What follows belongs to an exercise in optimizing a design on an open flow for small area, a short achievable clock period and few clock cycles per item; a production flow would make more cautious choices. Only simulation tests tie the RTL to the original design; equivalence was not proved. Power figures rest on the tool's default switching activity, not on a simulated workload.

Setup of run A:
==> flow/design.v (excerpt) <==
module scr_search(clk,rst,start,R_fixed,angle1,adder,error,X,Y,done);
Size: about 63 flip-flops, ~49 I/O pins, ~15000 um2 of cells after synthesis.
==> flow/config.mk <==
export PLATFORM = sky130hd
export DESIGN_NAME = scr_search
export DESIGN_NICKNAME = scr_search
export VERILOG_FILES = /design/flow/design.v
export SDC_FILE = /design/flow/constraint.sdc
export NUM_CORES = 4
export LEC_CHECK = 0
export ABC_AREA = 1
export CAP_MARGIN = 20
export CORE_MARGIN = 2
export CORE_UTILIZATION = 30
export PLACE_DENSITY = 0.6
export SETUP_SLACK_MARGIN = 5
export SLEW_MARGIN = 20
==> flow/constraint.sdc <==
create_clock -name core_clock -period 12.0 [get_ports {clk}]
set_input_delay 2.4000 -clock core_clock [delete_from_list [all_inputs] [get_ports {clk}]]
set_output_delay 2.4000 -clock core_clock [all_outputs]
set_load 0.01 [all_outputs]
standard.sh (not shown) runs the stock make flow with config.mk's settings and CLKGATE_MAP_FILE= SYNTH_SCRIPT=/design/flow/synth_recipe.tcl, a recipe that flattens the netlist after the stock synthesis.
==> flow/flow/run.sh <==
#!/bin/bash
set -euo pipefail
export BUFFER_PORTS_ARGS="-buffer_cell sky130_fd_sc_hd__buf_2"
sed 's/SETUP_SLACK_MARGIN=[0-9.]*/SETUP_SLACK_MARGIN=6.25/' standard.sh > standard_m.sh
grep -q 'SETUP_SLACK_MARGIN=6.25' standard_m.sh
bash standard_m.sh > standard_flow.log 2>&1
Testbench counts of run A, summed over its fixed seeds: cycles 384, queries 384.
Input changes introduced in run B (baseline for comparison: run A):
Settings: CORE_UTILIZATION: 30 -> 15; PLACE_DENSITY: 0.6 -> 0.3.
==> flow/flow/run.sh <==
#!/bin/bash
set -euo pipefail
export BUFFER_PORTS_ARGS="-buffer_cell sky130_fd_sc_hd__buf_2"
sed 's/SETUP_SLACK_MARGIN=[0-9.]*/SETUP_SLACK_MARGIN=6/' standard.sh > standard_m.sh
grep -q 'SETUP_SLACK_MARGIN=6' standard_m.sh
bash standard_m.sh > standard_flow.log 2>&1
Results
- Reported for run A and run B, number of top-level pins turned out identical to the last digit.
- Run B: switching share of power 0.83 points above run A
- The final critical-path share of the clock period of run B exceeds that of run A by 2.5 points.
- Compared with run A, summed area of non-filler cells in the final layout in run B increased by a few percent.
- STATUS first-pass GRT wire length: run B loses against run A
- Re total stage count of the critical path: run B is 1 down on run A.
- Compared with run A, run B shows a higher net switching power figure.
Setup changes, run B to run C
Settings: PLACE_DENSITY now 0.6, was 0.3; CORE_UTILIZATION now 25, was 15.
==> flow/flow/run.sh <==
#!/bin/bash
set -euo pipefail
export BUFFER_PORTS_ARGS="-buffer_cell sky130_fd_sc_hd__buf_2"
sed 's/SETUP_SLACK_MARGIN=[0-9.]*/SETUP_SLACK_MARGIN=6.4/' standard.sh > standard_m.sh
grep -q 'SETUP_SLACK_MARGIN=6.4' standard_m.sh
bash standard_m.sh > standard_flow.log 2>&1
## What came out
The final layout from run C, which completed every stage, passed the timing, design-rule and antenna checks at the end of the flow. When the final numbers for run B and run C were put side by side, the final routed wirelength across all metal layers turned out to be smaller in run C. In run C, fmax is higher than in run B. Compared with run B, run C ends up with a smaller final cell area. Library cell contributing the largest single delay on the critical path: sky130_fd_sc_hd__nand3_1 -> run C, sky130_fd_sc_hd__nor3_1 -> run B. Post-CTS resize count went up by more than 100% going from run B to run C.
Setup changes, run C to run D
Settings: PLACE_DENSITY changed from 0.6 to 0.3; CORE_UTILIZATION changed from 25 to 15.
==> flow/flow/run.sh <==
#!/bin/bash
set -euo pipefail
export BUFFER_PORTS_ARGS="-buffer_cell sky130_fd_sc_hd__buf_2"
sed 's/SETUP_SLACK_MARGIN=[0-9.]*/SETUP_SLACK_MARGIN=5.75/' standard.sh > standard_m.sh
grep -q 'SETUP_SLACK_MARGIN=5.75' standard_m.sh
bash standard_m.sh > standard_flow.log 2>&1
Notes after the runs:
Critical path launch point: angle1[13] -> run C, angle1[4] -> run D
Run D reports its uppermost layer routed as met4 while run C reports met5.
Compared with run C, run D shows a number of buffers inserted to repair setup after CTS that is 6 lower.
Taking run C as the reference, in run D overall fraction of global-route tracks in use went down 11 points, utilization after layout lower.


scr_search, a different RTL version from the one above (not shown whole).
Size in the first run: roughly 63 flip-flops, about 49 I/O pins, ~15,000 µm² of cells after synthesis.
## scr_search
module scr_search(clk,rst,start,R_fixed,angle1,adder,error,X,Y,done);
Settings: LEC_CHECK=0, CAP_MARGIN=20, CORE_MARGIN=2, CORE_UTILIZATION=15, PLACE_DENSITY=0.3, SETUP_SLACK_MARGIN=5, SLEW_MARGIN=20; clock period 12.0 ns.
==> flow/flow/run.sh <==
#!/bin/bash
set -euo pipefail
export BUFFER_PORTS_ARGS="-buffer_cell sky130_fd_sc_hd__buf_2"
sed 's/SETUP_SLACK_MARGIN=[0-9.]*/SETUP_SLACK_MARGIN=7/' standard.sh > standard_m.sh
grep -q 'SETUP_SLACK_MARGIN=7' standard_m.sh
bash standard_m.sh > standard_flow.log 2>&1
The starting point produced a clean layout.
Testbench counts at the start, summed over its fixed seeds: cycles 384, queries 384.
Then changed:
==> flow/flow/run.sh (replaced) <==
#!/bin/bash
# The standard layout (the standard.sh, unchanged synthesis and steps), with one change:
# the port buffers that global placement inserts are plain buffers instead of the default cell.
set -euo pipefail
export BUFFER_PORTS_ARGS="-buffer_cell sky130_fd_sc_hd__buf_2"
bash standard.sh > standard_flow.log 2>&1
Result: The changed run finished clean; combinational power shrinks by 27%; wire length shrinks by 5.8%; global-route usage shrinks by 1.4 points; maximum frequency hardly moves; via count shrinks by 8.0%; sequential cell count stays the same.
Then changed:
==> flow/run.sh (new file) <==
#!/bin/bash
# synth_recipe.tcl (not shown) runs the flow's synth.tcl, then flattens the netlist and writes it again
# the make line also repeats each setting of config.mk as NAME=value (left out here)
make -C /OpenROAD-flow-scripts/flow DESIGN_CONFIG=/design/flow/config.mk WORK_HOME=/design/flow/orfs CLKGATE_MAP_FILE= SYNTH_SCRIPT=/design/flow/synth_recipe.tcl finish
--- a/flow/config.mk
+++ b/flow/config.mk
@@ -10,4 +10,4 @@
 export CORE_UTILIZATION = 15
 export PLACE_DENSITY = 0.3
-export SETUP_SLACK_MARGIN = 5
+export SETUP_SLACK_MARGIN = 3
 export SLEW_MARGIN = 20
removed: flow/flow/run.sh
removed: flow/standard.sh
After rerunning: The new run completed with no timing, DRC or antenna violations. Via count goes down by a few percent. Sequential power is about the same. First-iteration DRC count goes up by a few percent. Routed wire length goes down by a few percent. Area after synthesis does not change. Die area stays the same. Global-route usage goes down by 0.72 points.
Then changed:
--- a/flow/config.mk
+++ b/flow/config.mk
@@ -10,4 +10,4 @@
 export CORE_UTILIZATION = 15
 export PLACE_DENSITY = 0.3
-export SETUP_SLACK_MARGIN = 3
+export SETUP_SLACK_MARGIN = 5
 export SLEW_MARGIN = 20
After rerunning: The new run went through all stages and came out clean; cell area climbs by roughly a tenth; hold slack is about the same; sequential power stays flat; cell count went up by a few percent; global-route usage goes up by 0.57 points; power climbs by roughly a tenth; routed wire length came out higher by a few percent; worst setup slack gets better by 1.6 ns.
Then changed:
==> flow/flow/run.sh (new file) <==
#!/bin/bash
# The standard layout (the standard.sh, unchanged synthesis and steps), with one change:
# the port buffers that global placement inserts are plain buffers instead of the default cell.
set -euo pipefail
export BUFFER_PORTS_ARGS="-buffer_cell sky130_fd_sc_hd__buf_2"
bash standard.sh > standard_flow.log 2>&1
==> flow/standard.sh (new file) <==
#!/bin/bash
# synth_recipe.tcl (not shown) runs the flow's synth.tcl, then flattens the netlist and writes it again
# the make line also repeats each setting of config.mk as NAME=value (left out here)
make -C /OpenROAD-flow-scripts/flow DESIGN_CONFIG=/design/flow/config.mk WORK_HOME=/design/flow/orfs CLKGATE_MAP_FILE= SYNTH_SCRIPT=/design/flow/synth_recipe.tcl "${@:-finish}"
--- a/flow/config.mk
+++ b/flow/config.mk
@@ -10,4 +10,4 @@
 export CORE_UTILIZATION = 15
 export PLACE_DENSITY = 0.3
-export SETUP_SLACK_MARGIN = 5
+export SETUP_SLACK_MARGIN = 1.5
 export SLEW_MARGIN = 20
removed: flow/run.sh
Via count came out lower by 2.6%.
Routed wire length came out lower by about 1.3%.
Count of clock-buffer cells in the layout stays the same.
Flip-flop and latch count is unchanged.
Global-route usage came out lower by 0.30 points.
Setup slack got worse by 2.1 ns.
Cell count came out lower by about 2.7%.
Then changed:
==> flow/run.sh (new file) <==
#!/bin/bash
# synth_recipe.tcl (not shown) runs the flow's synth.tcl, then flattens the netlist and writes it again
# the make line also repeats each setting of config.mk as NAME=value (left out here)
make -C /OpenROAD-flow-scripts/flow DESIGN_CONFIG=/design/flow/config.mk WORK_HOME=/design/flow/orfs CLKGATE_MAP_FILE= SYNTH_SCRIPT=/design/flow/synth_recipe.tcl finish
removed: flow/flow/run.sh
removed: flow/standard.sh
What happened: The new run completed with no timing, DRC or antenna violations. Setup slack is worse by 0.37 ns. Non-clock buffer count grows by 12. Sequential power stays flat. Routed wire length fell slightly. Power falls slightly.


scr_search with an RTL version that a note above also has.
Size: about 2900 cells after synthesis, roughly 63 flip-flops, about 49 I/O pins, ~15000 µm² of cells after synthesis.
Settings: LEC_CHECK=0, ABC_AREA=1, CAP_MARGIN=20, CORE_MARGIN=2, CORE_UTILIZATION=25, PLACE_DENSITY=0.5, SETUP_SLACK_MARGIN=5, SLEW_MARGIN=20; clock period 12.0 ns.
==> flow/flow/run.sh <==
#!/bin/bash
set -euo pipefail
export BUFFER_PORTS_ARGS="-buffer_cell sky130_fd_sc_hd__buf_2"
sed 's/SETUP_SLACK_MARGIN=[0-9.]*/SETUP_SLACK_MARGIN=6.5/' standard.sh > standard_m.sh
grep -q 'SETUP_SLACK_MARGIN=6.5' standard_m.sh
bash standard_m.sh > standard_flow.log 2>&1
Testbench counts at the start, summed over its fixed seeds: cycles 384, queries 384.
Change:
==> flow/flow/run.sh (replaced) <==
#!/bin/bash
set -euo pipefail
export BUFFER_PORTS_ARGS="-buffer_cell sky130_fd_sc_hd__buf_2"
sed 's/SETUP_SLACK_MARGIN=[0-9.]*/SETUP_SLACK_MARGIN=5.5/' standard.sh > standard_m.sh
grep -q 'SETUP_SLACK_MARGIN=5.5' standard_m.sh
bash standard_m.sh > standard_flow.log 2>&1
- CORE_UTILIZATION: 25 -> 15
- GPL_TIMING_DRIVEN: unset -> 0
- PLACE_DENSITY: 0.5 -> 0.3
Routed wire length went up by a few percent.
First-iteration DRC count went down by about a fifth.
Design area is about the same.
Via count went down by a few percent.
Clock-buffer cell count does not change.
Die area went up by well over a third.
Change:
==> flow/flow/run.sh (replaced) <==
#!/bin/bash
set -euo pipefail
export BUFFER_PORTS_ARGS="-buffer_cell sky130_fd_sc_hd__buf_2"
sed 's/SETUP_SLACK_MARGIN=[0-9.]*/SETUP_SLACK_MARGIN=6.25/' standard.sh > standard_m.sh
grep -q 'SETUP_SLACK_MARGIN=6.25' standard_m.sh
bash standard_m.sh > standard_flow.log 2>&1
- GPL_TIMING_DRIVEN: 0 -> unset
Effect: The new run ran to the end with no violations. Wire length barely changes. Maximum frequency increases by 11%. Sequential share of layout area decreases by 0.28 points.
Change:
- ABC_AREA: 1 -> unset
- CORE_UTILIZATION: 15 -> 25
- PLACE_DENSITY: 0.3 -> 0.5
What happened:
- hold slack gets worse by 0.0039 ns
- clock-buffer cell count went up by 1
- via count went down slightly
- die area went down by well over a third
- total power went down by a few percent
- routed wire length went down by a little under a tenth
- final cell count went down by a quarter to a third
- clock power hardly moves


scr_search, a different RTL version from the one above (not shown whole).
For scale: about 2900 cells after synthesis, roughly 0.018 sq mm of cells after synthesis.
## scr_search
module scr_search(clk,rst,start,R_fixed,angle1,adder,error,X,Y,done);
input clk; input rst; input start; input [13:0] R_fixed; input [13:0] angle1; input [3:0] adder; input [4:0] error;
output reg [3:0] X; output reg [3:0] Y; output reg done;
wire [6:0] trH = R_fixed[13:7];
wire [2:0] trhH = trH[6:4];
wire trhh_1 = trhH[2:0] >= 3'd1;
wire trhh_2 = trhH[2:0] >= 3'd2;
wire [3:0] trhL = trH[3:0];
wire [1:0] trhlH = trhL[3:2];
wire trhlh_1 = trhlH[1:0] >= 2'd1;
wire trhlh_2 = trhlH[1:0] >= 2'd2;
wire trhlh_3 = trhlH[1:0] >= 2'd3;
wire [1:0] trhlL = trhL[1:0];
wire trhll_1 = trhlL[1:0] >= 2'd1;
wire trhll_2 = trhlL[1:0] >= 2'd2;
wire trhll_3 = trhlL[1:0] >= 2'd3;
wire trhl_1 = trhlh_1 | (1'b1 & trhll_1);
wire trhl_2 = trhlh_1 | (1'b1 & trhll_2);
wire trhl_3 = trhlh_1 | (1'b1 & trhll_3);
wire trhl_4 = trhlh_1;
wire trhl_5 = trhlh_2 | (trhlh_1 & trhll_1);
wire trhl_6 = trhlh_2 | (trhlh_1 & trhll_2);
wire trhl_7 = trhlh_2 | (trhlh_1 & trhll_3);
wire trhl_8 = trhlh_2;
wire trhl_9 = trhlh_3 | (trhlh_2 & trhll_1);
wire trhl_10 = trhlh_3 | (trhlh_2 & trhll_2);
wire trhl_11 = trhlh_3 | (trhlh_2 & trhll_3);
wire trhl_12 = trhlh_3;
wire trhl_13 = 1'b0 | (trhlh_3 & trhll_1);
wire trhl_14 = 1'b0 | (trhlh_3 & trhll_2);
wire trhl_15 = 1'b0 | (trhlh_3 & trhll_3);
wire trh_1 = trhh_1 | (1'b1 & trhl_1);
wire trh_2 = trhh_1 | (1'b1 & trhl_2);
wire trh_3 = trhh_1 | (1'b1 & trhl_3);
wire trh_4 = trhh_1 | (1'b1 & trhl_4);
wire trh_5 = trhh_1 | (1'b1 & trhl_5);
wire trh_6 = trhh_1 | (1'b1 & trhl_6);
wire trh_7 = trhh_1 | (1'b1 & trhl_7);
wire trh_8 = trhh_1 | (1'b1 & trhl_8);
  ...
export LEC_CHECK = 0
export CAP_MARGIN = 20
export CORE_MARGIN = 2
export CORE_UTILIZATION = 15
export PLACE_DENSITY = 0.3
export SETUP_SLACK_MARGIN = 3
export SLEW_MARGIN = 20
create_clock -name core_clock -period 12.0 [get_ports {clk}]
run.sh (not shown) runs the stock make flow with config.mk's settings and CLKGATE_MAP_FILE= SYNTH_SCRIPT=/design/flow/synth_recipe.tcl, a recipe that flattens the netlist after the stock synthesis.
Stock flow here: none of the scripts above is used.
The first run finished clean.
Testbench counts at the start, summed over its fixed seeds: cycles 384, queries 384.
Change:
- SETUP_SLACK_MARGIN: 3 -> 1.5
Outcome: The changed run completed without violations; cell area shrinks by 17%; total power went down by 11%; synthesized cell count is unchanged; setup slack is worse by 1400 ps; register-to-register slack barely changes; global-route usage went down by 0.25 points; flip-flop and latch count does not change; via count fell by 3.2%; clock power hardly moves; wire length is lower by 1.1%; hold slack hardly moves.


## build 15
scr_search with an RTL version that a note above also has.
For scale: ~2,900 cells after synthesis, ~0.015 mm^2 of cells after synthesis.
==> flow/config.mk <==
export PLATFORM = sky130hd
export DESIGN_NAME = scr_search
export DESIGN_NICKNAME = scr_search
export VERILOG_FILES = /design/flow/design.v
export SDC_FILE = /design/flow/constraint.sdc
export NUM_CORES = 4
export LEC_CHECK = 0
export ABC_AREA = 1
export CAP_MARGIN = 20
export CORE_MARGIN = 2
export CORE_UTILIZATION = 15
export PLACE_DENSITY = 0.3
export SETUP_SLACK_MARGIN = 5
export SLEW_MARGIN = 20
==> flow/constraint.sdc <==
create_clock -name core_clock -period 12.0 [get_ports {clk}]
set_input_delay 2.4000 -clock core_clock [delete_from_list [all_inputs] [get_ports {clk}]]
set_output_delay 2.4000 -clock core_clock [all_outputs]
set_load 0.01 [all_outputs]
standard.sh (not shown) runs the stock make flow with config.mk's settings and CLKGATE_MAP_FILE= SYNTH_SCRIPT=/design/flow/synth_recipe.tcl, a recipe that flattens the netlist after the stock synthesis.
==> flow/flow/run.sh <==
#!/bin/bash
set -euo pipefail
export BUFFER_PORTS_ARGS="-buffer_cell sky130_fd_sc_hd__buf_2"
sed 's/SETUP_SLACK_MARGIN=[0-9.]*/SETUP_SLACK_MARGIN=6.5/' standard.sh > standard_m.sh
grep -q 'SETUP_SLACK_MARGIN=6.5' standard_m.sh
bash standard_m.sh > standard_flow.log 2>&1
Testbench counts of build 15, summed over its fixed seeds: cycles 384, queries 384.
The inputs of build 63 differ from those of build 15 as listed below.
Settings: CORE_UTILIZATION now 25, was 15; PLACE_DENSITY now 0.5, was 0.3.
==> flow/flow/run.sh <==
#!/bin/bash
set -euo pipefail
export BUFFER_PORTS_ARGS="-buffer_cell sky130_fd_sc_hd__buf_2"
sed 's/SETUP_SLACK_MARGIN=[0-9.]*/SETUP_SLACK_MARGIN=6.4/' standard.sh > standard_m.sh
grep -q 'SETUP_SLACK_MARGIN=6.4' standard_m.sh
bash standard_m.sh > standard_flow.log 2>&1
Notes after the runs:
Build 63 finished every stage and its layout cleared the timing, design-rule and antenna checks.
Relative to build 15, build 63 degrades initial DRC count.
From build 15 to build 63 the numbers moved as follows: clock period minus worst slack -0.046 ns; wire length after detailed routing -about 5%; power -about 3.5%.
Build 63 reports a lower count of buffers added by post-CTS timing repair for setup than build 15 does.
Compared with build 15, build 63 shows global-route wire length before repair that has gone down by a few percent.
Compared with build 15, number of nets in the finished design in build 63 decreased slightly.
Here is what was changed in the inputs of build 86 compared with build 63.
Settings: PLACE_DENSITY now 0.3, was 0.5; CORE_UTILIZATION now 15, was 25; ABC_AREA no longer set, was 1.
==> flow/flow/run.sh <==
#!/bin/bash
set -euo pipefail
export BUFFER_PORTS_ARGS="-buffer_cell sky130_fd_sc_hd__buf_2"
sed 's/SETUP_SLACK_MARGIN=[0-9.]*/SETUP_SLACK_MARGIN=5.5/' standard.sh > standard_m.sh
grep -q 'SETUP_SLACK_MARGIN=5.5' standard_m.sh
bash standard_m.sh > standard_flow.log 2>&1
Notes after the runs:
Final clock period utilization by the worst path (lower): build 63
reg -> out as the critical path class was reported by build 63, and in -> reg by build 86.
From build 63 to build 86 the numbers moved as follows: number of global-route vias before repair dropped 1,997, routed wire length per instance now sits higher, global-route usage moved down, area added between synthesis and finish picked up an extra 4.2 points.
Build 86 vs build 63 — average size of a mapped cell climbed by more than a quarter
Looking at worst setup path startpoint, the angle1[1] result is from build 86; the xr[0] one comes from build 63.
When build 86 is set beside build 63, its via count turns out to be 2,677 smaller.
diff inputs: build 86 => build 85
Settings: a change of PLACE_DENSITY from 0.3 to 0.4; a change of CORE_UTILIZATION from 15 to 20; an added ABC_AREA of 1.
==> flow/flow/run.sh <==
#!/bin/bash
set -euo pipefail
export BUFFER_PORTS_ARGS="-buffer_cell sky130_fd_sc_hd__buf_2"
sed 's/SETUP_SLACK_MARGIN=[0-9.]*/SETUP_SLACK_MARGIN=6.25/' standard.sh > standard_m.sh
grep -q 'SETUP_SLACK_MARGIN=6.25' standard_m.sh
bash standard_m.sh > standard_flow.log 2>&1
==> notes.md <==
In the tables for build 86 and build 85, instance count on the critical path reads higher with build 85.
Summary of build 85 over build 86: global-route usage rose by 4.8 points; worst vdd rail ir drop dropped 4.8%.
Source of the critical timing path = ta[6]: build 85; source of the critical timing path = angle1[1]: build 86
Changes in build 56 relative to build 85:
Settings: a change of CORE_UTILIZATION from 20 to 15; a change of PLACE_DENSITY from 0.4 to 0.3.
==> flow/flow/run.sh <==
#!/bin/bash
set -euo pipefail
export BUFFER_PORTS_ARGS="-buffer_cell sky130_fd_sc_hd__buf_2"
sed 's/SETUP_SLACK_MARGIN=[0-9.]*/SETUP_SLACK_MARGIN=5.5/' standard.sh > standard_m.sh
grep -q 'SETUP_SLACK_MARGIN=5.5' standard_m.sh
bash standard_m.sh > standard_flow.log 2>&1
--- outcome ---
- Utilization delta for build 56 relative to build 85: 6.1 points lower
- Die area | build 56 > build 85
- Cmp build 56 and build 85 / final instance area / lower: build 56
- Looking at met1 track demand over resource, build 56 sits 5.2 points lower than build 85 does.
- Taking build 85 as the reference, in build 56 number of top-level pins level, fill cell total of the finished layout has increased.
- Power density normalized to cell area: build 56 and build 85 compared, higher one is build 85
- Cmp build 56 vs build 85: average detailed-routed wire length per instance lower in build 56
- On combined global-route utilization of all metal layers: build 56 sits below build 85.

-- static timing again, ports no longer ideal --
In the flow no input, the clock included, has a driving cell. The finished layouts below were timed again as built, in two steps. Step 1 assumes that a clkbuf_16 drives the clock port and a buf_2 every other input. Step 2 times the ports against the registers' clock, not the clock port: input delays grow and output delays shrink by t, the midpoint of the rising clock arrivals with the driver on. Three values: no drivers, after step 1, after step 2; two values: the first two.
| run | t, ns | setup slack, ns | worst setup path after step 2 |
|---|---|---|---|
| run A | 0.400 | 6.110 / 6.134 / 5.735 | input to register |
| run B | 0.401 | 5.812 / 5.828 / 5.427 | input to register |
| run C | 0.395 | 6.243 / 6.264 / 5.872 | input to register |
| run D | 0.401 | 5.785 / 5.801 / 5.401 | input to register |
| the first run of note 2 | 0.408 | 5.003 / 4.952 / 5.184 | input to register |
| the second run of note 2 | 0.403 | 4.987 / 4.943 / 4.598 | input to register |
| the third run of note 2 | 0.400 | 3.267 / 3.291 / 2.890 | input to register |
| the fourth run of note 2 | 0.397 | 4.909 / 4.894 / 4.534 | input to register |
| the fifth run of note 2 | 0.399 | 2.787 / 2.813 / 2.413 | input to register |
| the sixth run of note 2 | 0.400 | 2.414 / 2.439 / 2.039 | input to register |
| the first run of note 3 | 0.396 | 6.296 / 6.248 / 6.073 | input to register |
| the second run of note 3 | 0.402 | 5.588 / 5.606 / 5.204 | input to register |
| the third run of note 3 | 0.403 | 6.228 / 6.221 / 5.848 | input to register |
| the fourth run of note 3 | 0.370 | 5.904 / 5.865 / 5.636 | input to register |
| the first run of note 4 | 0.259 | 3.065 / 3.068 / 2.809 | input to register |
| the second run of note 4 | 0.259 | 1.647 / 1.625 / 1.366 | input to register |
| build 15 | 0.401 | 6.262 / 6.215 / 6.119 | input to register |
| build 63 | 0.402 | 6.308 / 6.258 / 5.967 | input to register |
| build 86 | 0.389 | 5.411 / 5.432 / 5.044 | input to register |
| build 85 | 0.396 | 6.203 / 6.156 / 5.877 | input to register |
| build 56 | 0.402 | 5.571 / 5.594 / 5.192 | input to register |
After both steps every run listed still meets setup and hold. For the second run of note 2, which loses most, drivers alone change the setup slack by -0.044 ns; drivers and shift together by -0.389 ns.
